Source: an optimization exercise on an open RTL-to-GDS flow (aim: a short achievable clock period and few clock cycles). Production flows keep margins and buffers that such runs may drop.
In this exercise RTL edits were held to simulation tests only and were not proved equivalent to the original.
No activity file was given, so power comes from the tool's default toggle rates.

[flow/config.mk]
export PLATFORM = sky130hd
export DESIGN_NAME = d16_core
export DESIGN_NICKNAME = d16_core
export VERILOG_FILES = /design/flow/design.v
export SDC_FILE = /design/flow/constraint.sdc
export NUM_CORES = 4
export LEC_CHECK = 0
export CAP_MARGIN = 20
export CORE_MARGIN = 2
export CORE_UTILIZATION = 40
export PLACE_DENSITY = 0.6
export SLEW_MARGIN = 20
[flow/constraint.sdc]
create_clock -name core_clock -period 9.0 [get_ports {clk}]
set_input_delay 1.8000 -clock core_clock [delete_from_list [all_inputs] [get_ports {clk}]]
set_output_delay 1.8000 -clock core_clock [all_outputs]
set_load 0.01 [all_outputs]
[flow/design.v]
`timescale 1ns/1ps
module d16_core(
    input         clk,
    input         rst_n,
    output [14:0] mem_addr,    
    output [1:0]  mem_wmask,   
    output [15:0] mem_wdata,
    input  [15:0] mem_rdata    
);
    reg [15:0] r0, r1, r2, r3, r4, r5, r6, r7;
    reg [15:0] lr;
    reg        fz, fc, fs, fv;      
    reg        lrflag;              
    reg [14:0] fpc;                 
    reg        fvld;                
    reg [14:0] fa;                  
    reg        dv;                  
    reg [15:0] ir;
    reg [14:0] ipc;                 
    reg        dhave;               
    reg [15:0] imm;
    reg        mreq;
    reg [14:0] maddr;
    reg [1:0]  mwmask;
    reg [15:0] mwdata;
    reg        mld;                 
    reg [2:0]  mrd;
    reg        mbyte, msel;
    reg        wld;
    reg [2:0]  wrd;
    reg        wbyte, wsel;
    wire       immf = ir[15];
    wire [6:0] op   = ir[14:8];
    wire       is_movb = !ir[15] && (ir[14:8] >= 7'h05) && (ir[14:8] <= 7'h0C);
    wire       dneed = immf;
    wire       complete = dv && (!dneed || dhave);
    wire o_add  = !is_movb && op == 7'h01;
    wire o_sub  = !is_movb && op == 7'h02;
    wire o_push = !is_movb && op == 7'h03;
    wire o_pop  = !is_movb && op == 7'h04;
    wire o_mov  = is_movb || op == 7'h0D;
    wire o_and  = !is_movb && op == 7'h0E;
    wire o_or   = !is_movb && op == 7'h0F;
    wire o_xor  = !is_movb && op == 7'h10;
    wire o_not  = !is_movb && op == 7'h11;
    wire o_neg  = !is_movb && op == 7'h12;
    wire o_ld   = !is_movb && op == 7'h13;
    wire o_st   = !is_movb && op == 7'h14;
    wire o_cmp  = !is_movb && op == 7'h15;
    wire o_jmp  = !is_movb && op == 7'h16;
    wire o_call = !is_movb && op == 7'h17;
    wire o_ret  = !is_movb && op == 7'h18;
    wire o_shl  = !is_movb && op == 7'h19;
    wire o_shr  = !is_movb && op == 7'h1A;
    wire o_rol  = !is_movb && op == 7'h1B;
    wire o_adc  = !is_movb && op == 7'h1F;
    wire o_sbb  = !is_movb && op == 7'h20;
    wire o_set  = !is_movb && op == 7'h21;
    wire o_test = !is_movb && op == 7'h22;
    wire o_pushlr = !is_movb && op == 7'h23;
    wire o_sar  = !is_movb && op == 7'h24;
    wire o_stack = o_push | o_pop | o_pushlr;
    wire [2:0] f_rd = is_movb ? (ir[10:8] - 3'd5) : ir[2:0];
    wire [2:0] f_rs = ir[5:3];
    wire [2:0] f_sp = ~ir[5:3];
    wire [3:0] cond = ir[6:3];
    function [15:0] rsel;
        input [2:0] s;
        input [15:0] a0, a1, a2, a3, a4, a5, a6, a7;
        case (s)
            3'd0: rsel = a0; 3'd1: rsel = a1; 3'd2: rsel = a2; 3'd3: rsel = a3;
            3'd4: rsel = a4; 3'd5: rsel = a5; 3'd6: rsel = a6; default: rsel = a7;
        endcase
    endfunction
    function cond_true;
        input [3:0] c;
        input z, cy, s, v;
        case (c)
            4'h0: cond_true = 1'b0;
            4'h1: cond_true = z;
            4'h2: cond_true = ~z;
            4'h3: cond_true = v;
            4'h4: cond_true = ~v;
            4'h5: cond_true = ~cy & ~z;
            4'h6: cond_true = cy | z;
            4'h7: cond_true = ~s;
            4'h8: cond_true = s;
            4'h9: cond_true = cy;
            4'hA: cond_true = ~cy;
            4'hB: cond_true = ~(s ^ v);
            4'hC: cond_true = ~(s ^ v) & ~z;
            4'hD: cond_true = (s ^ v) | z;
            4'hE: cond_true = s ^ v;
            default: cond_true = 1'b1;
        endcase
    endfunction
    wire [15:0] rdv = rsel(f_rd, r0, r1, r2, r3, r4, r5, r6, r7);
    wire [15:0] rsv = rsel(f_rs, r0, r1, r2, r3, r4, r5, r6, r7);
    wire [15:0] spv = rsel(f_sp, r0, r1, r2, r3, r4, r5, r6, r7);
    wire [15:0] data1 = rdv;
    wire [15:0] data2 = is_movb ? {8'h00, ir[7:0]} : (immf ? imm : rsv);
    wire        ctrue = cond_true(cond, fz, fc, fs, fv);
    wire        sub_like = o_sub | o_sbb | o_cmp;
    wire        cin = (o_adc | o_sbb) & fc;
    wire [16:0] addres = o_add ? {1'b0, data1} + {1'b0, data2} :
                         o_adc ? {1'b0, data1} + {1'b0, data2} + {16'b0, cin} :
                         o_sbb ? {1'b0, data1} - {1'b0, data2} - {16'b0, cin} :
                                 {1'b0, data1} - {1'b0, data2};
    wire [16:0] shl17 = (|data2[15:5]) ? 17'b0 : ({1'b0, data1} << data2[4:0]);
    wire [15:0] shr16 = (|data2[15:4]) ? 16'b0 : (data1 >> data2[3:0]);
    wire [15:0] sar16 = $signed(data1) >>> data2[3:0];
    wire [31:0] rol32 = {data1, data1} << data2[3:0];
    wire [15:0] rol16 = rol32[31:16];
    wire [15:0] ldst_addr = (immf && ir[6]) ? rsv + imm : (immf ? imm : rsv);
    wire [15:0] sp_dec = spv - 16'd2;
    wire [15:0] sp_inc = spv + 16'd2;
    wire        pushlr_b = (spv < 16'd2);
    wire [15:0] jtarget = o_ret ? lr : (immf ? imm : data1);
    reg  [16:0] res;        
    reg         keepc;
    always @* begin
        keepc = 1'b0;
        res = 17'b0;
        if (o_add | o_sub | o_adc | o_sbb | o_cmp) res = addres;
        else if (o_mov)  res = {1'b0, data2};
        else if (o_and | o_test) res = {1'b0, data1 & data2};
        else if (o_or)   res = {1'b0, data1 | data2};
        else if (o_xor)  res = {1'b0, data1 ^ data2};
        else if (o_not)  res = {1'b0, ~data1};
        else if (o_neg)  res = {1'b0, -data1};
        else if (o_shl)  res = shl17;
        else if (o_shr)  res = {1'b0, shr16};
        else if (o_sar)  res = {1'b0, sar16};
        else if (o_rol)  res = {1'b0, rol16};
        else if (o_ld | o_st) begin res = {1'b0, ldst_addr}; keepc = 1'b1; end
        else if (o_push) begin res = {1'b0, sp_dec}; keepc = 1'b1; end
        else if (o_pop)  begin res = {1'b0, spv}; keepc = 1'b1; end
        else if (o_pushlr) res = {pushlr_b, sp_dec};
        else if (o_jmp | o_call | o_ret) res = {1'b0, jtarget};
        else if (o_set)  res = {16'b0, ctrue};
    end
    wire ovop = o_add | o_sub | o_adc | o_sbb | o_cmp;
    wire d2s  = sub_like ? ~data2[15] : data2[15];
    wire n_fz = (res[15:0] == 16'b0);
    wire n_fc = keepc ? fc : res[16];
    wire n_fs = res[15];
    wire n_fv = ovop && (data1[15] == d2s) && (data1[15] != res[15]);
    wire wr_rd = o_add | o_sub | o_adc | o_sbb | o_mov | o_and | o_or | o_xor |
                 o_not | o_neg | o_shl | o_shr | o_sar | o_rol | o_set;
    wire use_rd = o_add | o_sub | o_adc | o_sbb | o_and | o_or | o_xor | o_not | o_neg |
                  o_cmp | o_test | o_shl | o_shr | o_sar | o_rol | o_st |
                  (o_push & ~immf) | ((o_jmp | o_call) & ~immf);
    wire use_rs = (~immf & (o_add | o_sub | o_adc | o_sbb | o_and | o_or | o_xor |
                            o_cmp | o_test | o_shl | o_shr | o_sar | o_rol |
                            (o_mov & ~is_movb) | o_ld | o_st)) |
                  ((o_ld | o_st) & immf & ir[6]);
    wire use_sp = o_stack;
    function hit;
        input v;
        input [2:0] a;
        input urd, urs, usp;
        input [2:0] frd, frs, fsp;
        hit = v && ((urd && a == frd) || (urs && a == frs) || (usp && a == fsp));
    endfunction
    wire stall = hit(mld, mrd, use_rd, use_rs, use_sp, f_rd, f_rs, f_sp) ||
                 hit(wld, wrd, use_rd, use_rs, use_sp, f_rd, f_rs, f_sp);
    wire ex_fire = complete && !stall;
    wire jtaken = (o_jmp | o_call) ? ctrue : o_ret;
    wire ex_redirect = ex_fire && jtaken && ((o_jmp | o_call) ? ~immf : o_ret);
    wire fword = fvld;                                   
    wire d_wait_imm = dv && dneed && !dhave;
    wire d_redirect = d_wait_imm && fword && (o_jmp | o_call) && ctrue;
    wire accept = fword && !ex_redirect && (d_wait_imm || !dv || ex_fire);
    wire reject = fword && !ex_redirect && !accept;
    wire [14:0] nfa = ex_redirect ? jtarget[15:1] :
                      d_redirect  ? mem_rdata[15:1] :
                      reject      ? fa : fpc;
    wire [15:0] ldata = !wbyte ? mem_rdata : (wsel ? {8'h00, mem_rdata[15:8]} : {8'h00, mem_rdata[7:0]});
    assign mem_addr  = mreq ? maddr : nfa;
    assign mem_wmask = rst_n ? mwmask : 2'b00;
    assign mem_wdata = mwdata;
    wire [15:0] nextpc_b = {ipc + 15'd1 + {14'b0, immf}, 1'b0};
    wire        wr_sp = ex_fire & o_stack;
    wire [15:0] sp_new = o_pop ? sp_inc : sp_dec;
    wire        wr_d  = ex_fire & wr_rd;
    integer k;
    always @(posedge clk) begin
        if (!rst_n) begin
            r0 <= 0; r1 <= 0; r2 <= 0; r3 <= 0; r4 <= 0; r5 <= 0; r6 <= 0; r7 <= 0;
            lr <= 0;
            fz <= 1'b1; fc <= 1'b0; fs <= 1'b0; fv <= 1'b0;
            lrflag <= 1'b0;
            fpc <= 15'd0; fvld <= 1'b0; fa <= 15'd0;
            dv <= 1'b0; dhave <= 1'b0;
            mreq <= 1'b0; mwmask <= 2'b00; mld <= 1'b0;
            wld <= 1'b0;
        end else begin
            if (wld) begin
                case (wrd)
                    3'd0: r0 <= ldata; 3'd1: r1 <= ldata; 3'd2: r2 <= ldata; 3'd3: r3 <= ldata;
                    3'd4: r4 <= ldata; 3'd5: r5 <= ldata; 3'd6: r6 <= ldata; default: r7 <= ldata;
                endcase
            end
            if (wr_d) begin
                case (f_rd)
                    3'd0: r0 <= res[15:0]; 3'd1: r1 <= res[15:0]; 3'd2: r2 <= res[15:0]; 3'd3: r3 <= res[15:0];
                    3'd4: r4 <= res[15:0]; 3'd5: r5 <= res[15:0]; 3'd6: r6 <= res[15:0]; default: r7 <= res[15:0];
                endcase
            end
            if (wr_sp) begin
                case (f_sp)
                    3'd0: r0 <= sp_new; 3'd1: r1 <= sp_new; 3'd2: r2 <= sp_new; 3'd3: r3 <= sp_new;
                    3'd4: r4 <= sp_new; 3'd5: r5 <= sp_new; 3'd6: r6 <= sp_new; default: r7 <= sp_new;
                endcase
            end
            if (ex_fire) begin
                fz <= n_fz; fc <= n_fc; fs <= n_fs; fv <= n_fv;
                if (o_call) lrflag <= ctrue;
                else if (!(o_jmp | o_ret)) lrflag <= 1'b0;
                if ((o_call && ctrue) || ((o_jmp | o_ret) && lrflag)) lr <= nextpc_b;
            end
            wld   <= mld && !((wr_d && f_rd == mrd) || (wr_sp && f_sp == mrd));
            wrd   <= mrd;
            wbyte <= mbyte;
            wsel  <= msel;
            if (ex_fire && (o_ld | o_st | o_stack)) begin
                mreq   <= 1'b1;
                maddr  <= o_pop ? spv[15:1] : (o_ld | o_st) ? ldst_addr[15:1] : sp_dec[15:1];
                msel   <= ldst_addr[0];
                mbyte  <= (o_ld | o_st) & ir[7];
                mld    <= o_ld | (o_pop && f_rd != f_sp);
                mrd    <= f_rd;
                mwmask <= !(o_st | o_push | o_pushlr) ? 2'b00 :
                          !(o_st & ir[7]) ? 2'b11 :
                          ldst_addr[0] ? 2'b10 : 2'b01;
                mwdata <= o_pushlr ? lr :
                          o_push ? (immf ? imm : data1) :
                          ir[7] ? {data1[7:0], data1[7:0]} : data1;
            end else begin
                mreq   <= 1'b0;
                mld    <= 1'b0;
                mwmask <= 2'b00;
            end
            if (ex_redirect) begin
                dv <= 1'b0;
            end else if (accept) begin
                if (d_wait_imm) begin
                    imm <= mem_rdata;
                    dhave <= 1'b1;
                end else begin
                    ir <= mem_rdata;
                    ipc <= fa;
                    dv <= 1'b1;
                    dhave <= 1'b0;
                end
            end else if (ex_fire) begin
                dv <= 1'b0;
            end
            if (!mreq) begin
                fvld <= 1'b1;
                fa   <= nfa;
                fpc  <= nfa + 15'd1;
            end else begin
                fvld <= 1'b0;
                fpc  <= nfa;
            end
        end
    end
endmodule
[flow/run.sh]
#!/bin/bash
# synth_recipe.tcl (not shown) runs the flow's synth.tcl, then flattens the netlist and writes it again
# the make line also repeats each setting of config.mk as NAME=value (left out here)
make -C /OpenROAD-flow-scripts/flow DESIGN_CONFIG=/design/flow/config.mk WORK_HOME=/design/flow/orfs CLKGATE_MAP_FILE= SYNTH_SCRIPT=/design/flow/synth_recipe.tcl finish
==> run_results.csv <==
group,metric,value,unit
placed_design,dpl_cell_area,30700,sq um
job,drv_cap,0,
logic_synthesis,synth_top_area_cell,"dfxtp_1",
logic_synthesis,yosys.area_share.adder,3.77,%
die,start_util,40.3,%
clock_tree,cts_htree_levels,2,
logic_synthesis,syn-mean-instance-area,7.34,sq um
setup_path,r2r_cells,26,
clock_tree,cts_made_buffers,34,
status,status,"complete, no violations",
timing,hold_viol,0,
setup_path,crit_top_cell,"buf_4",
setup_path,cp_data_arrival_time,6960,ps
setup_path,slowest_delay,890,ps
grt,grt_pass1_wl,245000,um
setup_path,path_depth,14,
drt,drt_pass1_iterations,8,
timing,period_share,97.4,%
die,core,71500,sq um
setup_path,crit_required,7200,ps
clock_tree,cts.clk_slew.worst_paths,70,ps
logic_synthesis,synth_seq_area_share,22.1,%
setup_path,cp-end-kind,"primary output",
grt,gr-total-overflow,0,
pwr,p_per_area,116,nW/um^2
timing,worst_pin_slew,1250,ps
logic_synthesis,synthXorXnorAreaFrac,3.25,%
drt,drtIter0Drc,6122,
timing,setup_viol,0,
logic_synthesis,synth_top_family_by_area,"compound AO/OA/AOI/OAI gates",
clock_tree,root_buffer,"clkbuf_16",
die,die_width,273,um
grt,grt_pass1_vias,31445,
clock_tree,cts_hold_buf,0,
timing,report.final.slew_viol_count,0,
drt,route.antenna.remaining_nets,0,
drt,wire_per_inst,36.1,um
timing,fin_crit,8760,ps
setup_path,path_max_fanout,24,
timing,fin_skew,34.7,ps
pwr,leakage,11.1,nW
die,io_pins,51,
setup_path,path_class,"reg2out",
logic_synthesis,yosys.area_share.simple,21.7,%
clock_tree,cts.sinks,274,
timing,relSlewSlack,16.5,%
die,dieArea,74300,sq um
setup_path,start_kind,"flop",
logic_synthesis,synth.top_cell.area_share,12.9,%
min_path,holdPathStages,0,
grt,grt_util_all_layers,45.7,%
logic_synthesis,synthMuxAreaShare,5.90,%
setup_path,crit_family,"compound AO/OA/AOI/OAI gates",
logic_synthesis,synthesis.area,28800,sq um
grt,antenna_found_initial,12,
drt,routed_via_density,7.25,
die,die_h,273,um
clock_tree,cts_tree,"built",
logic_synthesis,async_reset_ff_share,0,%
drt,vias,35339,
logic_synthesis,ys_types,126,
logic_synthesis,synth_compound_area_share,37.0,%
setup_path,cpMaxStageDelayCell,"edfxtp_1",
logic_synthesis,yosys-top-cells-area,"dfxtp_1, edfxtp_1, a211oi_1",
finish,syn_to_final_growth,10.8,%
timing,max_freq,114,MHz
drt,drcViolationCount,0,
timing,layout_setup_ws,236,ps
logic_synthesis,syn-num-nets,4033,
min_path,hold_path.class,"reg2reg",
pwr,vdd.ir_drop.worst,0.136,mV
clock_tree,cts_max_path_buffers,3,
placed_design,hpwl,135000,um
setup_path,rrSetupSlack,410,ps
finish,fin_area,31900,sq um
logic_synthesis,synth_ff_type,"dfxtp_1",
clock_tree,post-cts-setup-buffers,0,
logic_synthesis,yosysWarnings,1,
setup_path,crit_chain,"or4_2 > buf_4 > a311o_1 > buf_4 > nand2_1 > or2_2 > o41ai_1 > nor2_1 > a211oi_4 > o22ai_4 > mux2_2 > o221ai_1 > o21ai_0 > clkdlybuf4s50_1",
grt,grt_max_degree,67,
placed_design,port_buffers,50,
logic_synthesis,ys_ff_latch,274,
logic_synthesis,synth_edf_count,88,
finish,drive_gt1_share,10.9,%
die,rows,98,
timing,fin_tns_setup,0,ps
placed_design,place_ws,596,ps
timing,rsz0062_at_grt,"no",
setup_path,critPathBufInv,3,
finish,nNetsFinal,4002,
placed_design,gp_congestion,1.12,
drt,wirelength,176000,um
logic_synthesis,syn_inst,3930,
clock_tree,clk_latency,590,ps
registers in the layout (all words and copies together), names as in the netlist, 16 cells and up:
signal and count:
imm 16, ir 16, mwdata 16, r0 16, r1 16, r2 16
r3 16, r4 16, r5 16, r6 16, r7 16
power breakdown:
| part | switching (mW) | internal [mW] | total, mW |
|---|---|---|---|
| logic | 0.681 | 0.267 | 0.948 |
| registers | 0.0248 | 1.29 | 1.32 |
| clock network | 0.627 | 0.827 | 1.45 |
stage by stage:
step	hold slack, ps	instances	total power [mW]	utilization, %
finish	443	4877	3.72	44.7
global route	453	4874	3.79	44.7
CTS	447	4870	3.67	44.6
detailed placement	417	4810	2.23	43.0
global placement	404	4810	2.24	43.0
floorplan	400	3930	1.87	-
worst reg2reg max path: cells and delay by family, from the launching register on:
family / cells / cell delay [ps]
AO/OA/AOI/OAI: 11 / 3170
adder cells (fa/ha/maj): 2 / 440
buffers and inverters: 4 / 770
flip-flops: 1 / 890
multiplexers: 1 / 160
AND/OR/NAND/NOR: 8 / 3100
layout make-up:
cell class                      instances  area (sq um)
Antenna cell                            4          10.0
Clock buffer                           47           971
Clock inverter                         13           174
Fill cell                            7374         39500
Inverter                              114           432
Multi-Input combinational cell       3229         20800
Sequential cell                       274          6370
Tap cell                              950          1190
Timing Repair Buffer                  246          1980
path summary, 6_finish.rpt:
path / startpoint / end
max: ir[11] / mem_addr[4]
min: mbyte / wbyte
max reg2reg: ir[11] / r6[11]
min reg2reg: mbyte / wbyte
logic make-up (layout without fill, tap and decap cells):
family,after synthesis,in the layout
other cells,0,4
xor+xnor,106,106
mux,159,159
buf+inv,427,420
fa+ha+maj,85,85
flops,274,274
compound gates,1534,1534
simple gates,1345,1345
cells in the final DEF, fill, tap and decap left out, drive strengths merged, types with 86 or more instances in the layout:
cell / instances
nand2: 417
nand3: 86
dfxtp: 186
a211oi: 239
mux2i: 118
o211ai: 158
o21ai: 290
edfxtp: 88
nor3: 106
buf: 197
inv: 116
a21oi: 272
nor2: 448
synth_stat cells, drive strengths merged, types with 11 or more instances:
cell type	n
nor2	448
nand2	417
o21ai	290
a21oi	272
a211oi	239
clkbuf	186
dfxtp	186
o211ai	158
buf	127
mux2i	118
inv	112
nor3	106
edfxtp	88
nand3	86
ha	82
xnor2	74
o22ai	72
o221ai	51
o21a	46
a221oi	43
a31oi	36
mux2	36
nand2b	35
and2	34
nor4	32
xor2	32
a21o	30
or3	29
nand4	28
and3	27
nor2b	25
o31ai	23
or2	23
o2111ai	21
a2111oi	20
a22oi	20
o311ai	16
a221o	14
o2bb2ai	14
o32ai	14
nand3b	12
o311a	12
a32oi	11
o21bai	11
metal layers:
metal | GRT usage (%) | wire length (um) | vias up | part of all wire, %
met3 | 12.0 | 22800 | 675 | 13
met4 | 27.3 | 13000 | 18 | 7.4
met5 | 0 | 118 | - | 0.067
met2 | 63.6 | 69200 | 2846 | 39
li1 | - | - | 14905 | -
met1 | 62.9 | 70900 | 16895 | 40
what timing repair did:
action	4_1_cts	5_1_grt
endpoints found under the setup margin	0	8
endpoints found under the hold margin	0	0
resized for setup	0	1
Testbench counts, summed over its fixed seeds: cycles 56,601.

[port drivers added, routing unchanged]
The flow's constraints put no driver on any port. The routed layout listed below was extracted and timed again, unchanged, in two steps. Step 1 assumes that a clkbuf_16 drives the clock port and a buf_2 every other input. Step 2 also shifts input and output timing later by t, the mid clock arrival at the registers, as if the neighbouring blocks saw the same clock. Slacks: no drivers / after step 1 / after step 2; pairs: no drivers / after step 1.
shift t [ns]: 0.640
setup slack, ns: 0.236 / 0.166 / 0.408
hold slack, ns: 0.443 / 0.443 / 0.443
latest minus earliest clock arrival (ns): 0.035 / 0.034
worst register clock-pin slew, ns: 0.07 / 0.07
After both steps setup and hold are still met in this run. The setup slack of this run moves by -0.070 ns with the drivers and by +0.172 ns with both steps.
